Context: an optimization exercise on an open-source flow, tuned for small area. The choices shown serve that exercise and are no tape-out recipe. The RTL was checked by simulation tests, not by an equivalence proof against the original design. The clock port is modelled as an ideal driver, which makes a skipped or thinned clock tree look cheaper than it is; a real chip needs a root buffer or a tree. Power is estimated from default activity; no workload was simulated.

## main
==> module fifo, before the edit <==
module fifo (
  clk,
  resetN,
  write_en,
  read_en,
  data_in,
  data_out,
  full,
  empty
);
  input        clk;
  input        resetN;
  input        write_en;
  input        read_en;
  input  [7:0] data_in;
  output [7:0] data_out;
  output       full;
  output       empty;
  reg [7:0] data_out;
  reg       full;
  reg       empty;
  reg [127:0] ram;    
  reg [3:0]   wp;
  reg [3:0]   rp;
  wire        nwr, wr;    
  wire        nrd, rd;    
  wire [15:0] we;
  wire [15:0] s;
  wire [3:0]  wpn;
  wire [3:0]  rpn;
  wire        full_n;
  wire        empty_n;
  wire [7:0]  dnext;
  fifo_nand2b u_nwr (.an(full), .b(write_en), .y(nwr));
  fifo_inv    u_wr  (.a(nwr), .y(wr));
  fifo_nand2b u_nrd (.an(empty), .b(read_en), .y(nrd));
  fifo_inv    u_rd  (.a(nrd), .y(rd));
  fifo_dec   u_wdec (.en(wr), .p(wp), .o(we));
  fifo_dec   u_rdec (.en(rd), .p(rp), .o(s));
  fifo_inc   u_winc (.en(wr), .p(wp), .pn(wpn));
  fifo_inc   u_rinc (.en(rd), .p(rp), .pn(rpn));
  fifo_flags u_flags (.wpn(wpn), .rpn(rpn), .write_en(write_en), .read_en(read_en),
                      .nwr(nwr), .nrd(nrd), .full(full), .empty(empty),
                      .full_n(full_n), .empty_n(empty_n));
  genvar i, b;
  generate
    for (b = 0; b < 8; b = b + 1) begin : g_bit
      wire [15:0] col;
      for (i = 0; i < 16; i = i + 1) begin : g_col
        assign col[i] = ram[8*i + b];
      end
      fifo_rbit u_rbit (.s(s), .h(nrd), .d(col), .q(data_out[b]), .y(dnext[b]));
    end
    for (i = 0; i < 16; i = i + 1) begin : g_row
      always @(posedge clk) begin
        if (we[i]) ram[8*i +: 8] <= data_in;
      end
    end
  endgenerate
  always @(posedge clk or negedge resetN) begin
    if (!resetN) begin
      data_out <= 8'd0;
      full     <= 1'b0;
      empty    <= 1'b1;
      wp       <= 4'd0;
      rp       <= 4'd0;
    end else begin
      data_out <= dnext;
      full     <= full_n;
      empty    <= empty_n;
      wp       <= wpn;
      rp       <= rpn;
    end
  end
endmodule
clock: 4.0 ns
lec_check: 0
cap_margin: 20
core_margin: 2
core_utilization: 75
slew_margin: 20
synth_hierarchical: 1
synth_minimum_keep_size: 0
standard.sh (not shown) runs the stock make flow with config.mk's settings and CLKGATE_MAP_FILE= SYNTH_SCRIPT=/design/flow/synth_recipe.tcl, a recipe that flattens the netlist after the stock synthesis.
==> flow/flow/run.sh <==
#!/bin/bash
# ORFS layout with single-size port buffers and a hand-built clock tree
# (flow/cts.tcl) in place of ORFS's clock tree step.
set -euo pipefail
here=$(pwd)
ARGS=(BUFFER_PORTS_ARGS="-buffer_cell sky130_fd_sc_hd__buf_1")
bash standard.sh "${ARGS[@]}" place > orfs_place.log 2>&1
RESULTS_DIR=$here/orfs/results/sky130hd/fifo/base \
CTS_LEAF_CELL=sky130_fd_sc_hd__buf_4 CTS_LEAF_COUNT=12 \
CTS_ROOT_CELL=sky130_fd_sc_hd__clkbuf_4 CTS_ROOT_COUNT=2 \
  openroad -no_init -exit flow/cts.tcl > openroad_cts.log 2>&1
bash standard.sh "${ARGS[@]}" finish > orfs_finish.log 2>&1
Other scripts of this flow, unchanged in this note and not shown: flow/flow/cts.tcl, flow/flow/manual_cts.tcl
Changes in the feature branch relative to main:
--- a/flow/design.v
+++ b/flow/design.v
@@ -29,8 +29,11 @@
   assign y = ~(a & b & c & d);
 endmodule
 module fifo_aoi222 (input a1, a2, b1, b2, c1, c2, output y);
   assign y = ~((a1 & a2) | (b1 & b2) | (c1 & c2));
+endmodule
+module fifo_a22o (input a1, a2, b1, b2, output y);
+  assign y = (a1 & a2) | (b1 & b2);
 endmodule
 module fifo_ha (input a, b, output s, c);
   assign s = a ^ b;
   assign c = a & b;
@@ -135,9 +138,11 @@
   reg [3:0]   wp;
   reg [3:0]   rp;
   wire        nwr, wr;    
   wire        nrd, rd;    
-  wire [15:0] we;
+  wire [15:0] we;      
+  wire [15:0] nwe;     
+  wire [127:0] ram_d;  
   wire [15:0] s;
   wire [3:0]  wpn;
   wire [3:0]  rpn;
   wire        full_n;
@@ -147,15 +152,20 @@
   fifo_inv    u_wr  (.a(nwr), .y(wr));
   fifo_nand2b u_nrd (.an(empty), .b(read_en), .y(nrd));
   fifo_inv    u_rd  (.a(nrd), .y(rd));
   fifo_dec   u_wdec (.en(wr), .p(wp), .o(we));
+  genvar i, b;
+  generate
+    for (i = 0; i < 16; i = i + 1) begin : g_nwe
+      fifo_inv u_nwe (.a(we[i]), .y(nwe[i]));
+    end
+  endgenerate
   fifo_dec   u_rdec (.en(rd), .p(rp), .o(s));
   fifo_inc   u_winc (.en(wr), .p(wp), .pn(wpn));
   fifo_inc   u_rinc (.en(rd), .p(rp), .pn(rpn));
   fifo_flags u_flags (.wpn(wpn), .rpn(rpn), .write_en(write_en), .read_en(read_en),
                       .nwr(nwr), .nrd(nrd), .full(full), .empty(empty),
                       .full_n(full_n), .empty_n(empty_n));
-  genvar i, b;
   generate
     for (b = 0; b < 8; b = b + 1) begin : g_bit
       wire [15:0] col;
       for (i = 0; i < 16; i = i + 1) begin : g_col
@@ -163,13 +173,15 @@
       end
       fifo_rbit u_rbit (.s(s), .h(nrd), .d(col), .q(data_out[b]), .y(dnext[b]));
     end
     for (i = 0; i < 16; i = i + 1) begin : g_row
-      always @(posedge clk) begin
-        if (we[i]) ram[8*i +: 8] <= data_in;
+      for (b = 0; b < 8; b = b + 1) begin : g_col
+        fifo_a22o u_sel (.a1(we[i]), .a2(data_in[b]), .b1(nwe[i]), .b2(ram[8*i + b]),
+                         .y(ram_d[8*i + b]));
       end
     end
   endgenerate
+  always @(posedge clk) ram <= ram_d;
   always @(posedge clk or negedge resetN) begin
     if (!resetN) begin
       data_out <= 8'd0;
       full     <= 1'b0;
### Flow results
Going from main to the feature branch, hold slack shrinks by 0.24 ns.
main -> the feature branch: cell count after synthesis increased by more than half
The feature branch — arrival time of data at the critical path endpoint 0.09 ns higher, main as reference
Re sequential power: main and the feature branch aren't equal, and the higher value belongs to the feature branch.
Compared with main, the feature branch shows a lower post-route fraction of the period consumed by the critical path.
The feature branch vs main — floorplan core area dropped slightly
The feature branch vs main: die height down in the feature branch
In the feature branch, the clock latency of the later-clocked register in the worst-skew pair came out 0.02 ns above the value in main.
Changes observed in the feature branch relative to main: clock period minus final worst setup slack -0.0078 ns; XOR/XNOR share of the synthesized area ~0 delta; worst reg-to-reg setup slack +0.06 ns.
Startpoint-to-endpoint class of the critical path: in -> reg -> the feature branch, reg -> reg -> main
No run of this note takes its clock network from TritonCTS; it comes from the design's own scripts or RTL.

## static timing again, ports no longer ideal
No port has a modelled driver above. Below, the same layouts with a new extraction and two added sets of constraints. Step 1, drivers: a clkbuf_16 drives clk and a buf_2 each remaining input, both assumed. Step 2 adds t to the input delays and takes it off the output delays; t is the mean of the earliest and latest rising clock arrival at the registers after step 1. Input paths then give back, and output paths get back, about the clock's delay inside the block. Three values: ideal ports, drivers, drivers and shift; two values: the first two.
run	t (ns)	setup slack, ns	worst slew at a driven data input, ns
main	0.396	1.363 / 1.363 / 1.055	0.03
the feature branch	0.406	1.370 / 1.378 / 0.972	0.03
After both steps setup and hold are still met in every run listed. The setup slack of the feature branch, which loses most, moves by +0.008 ns with the drivers and by -0.398 ns with both steps.
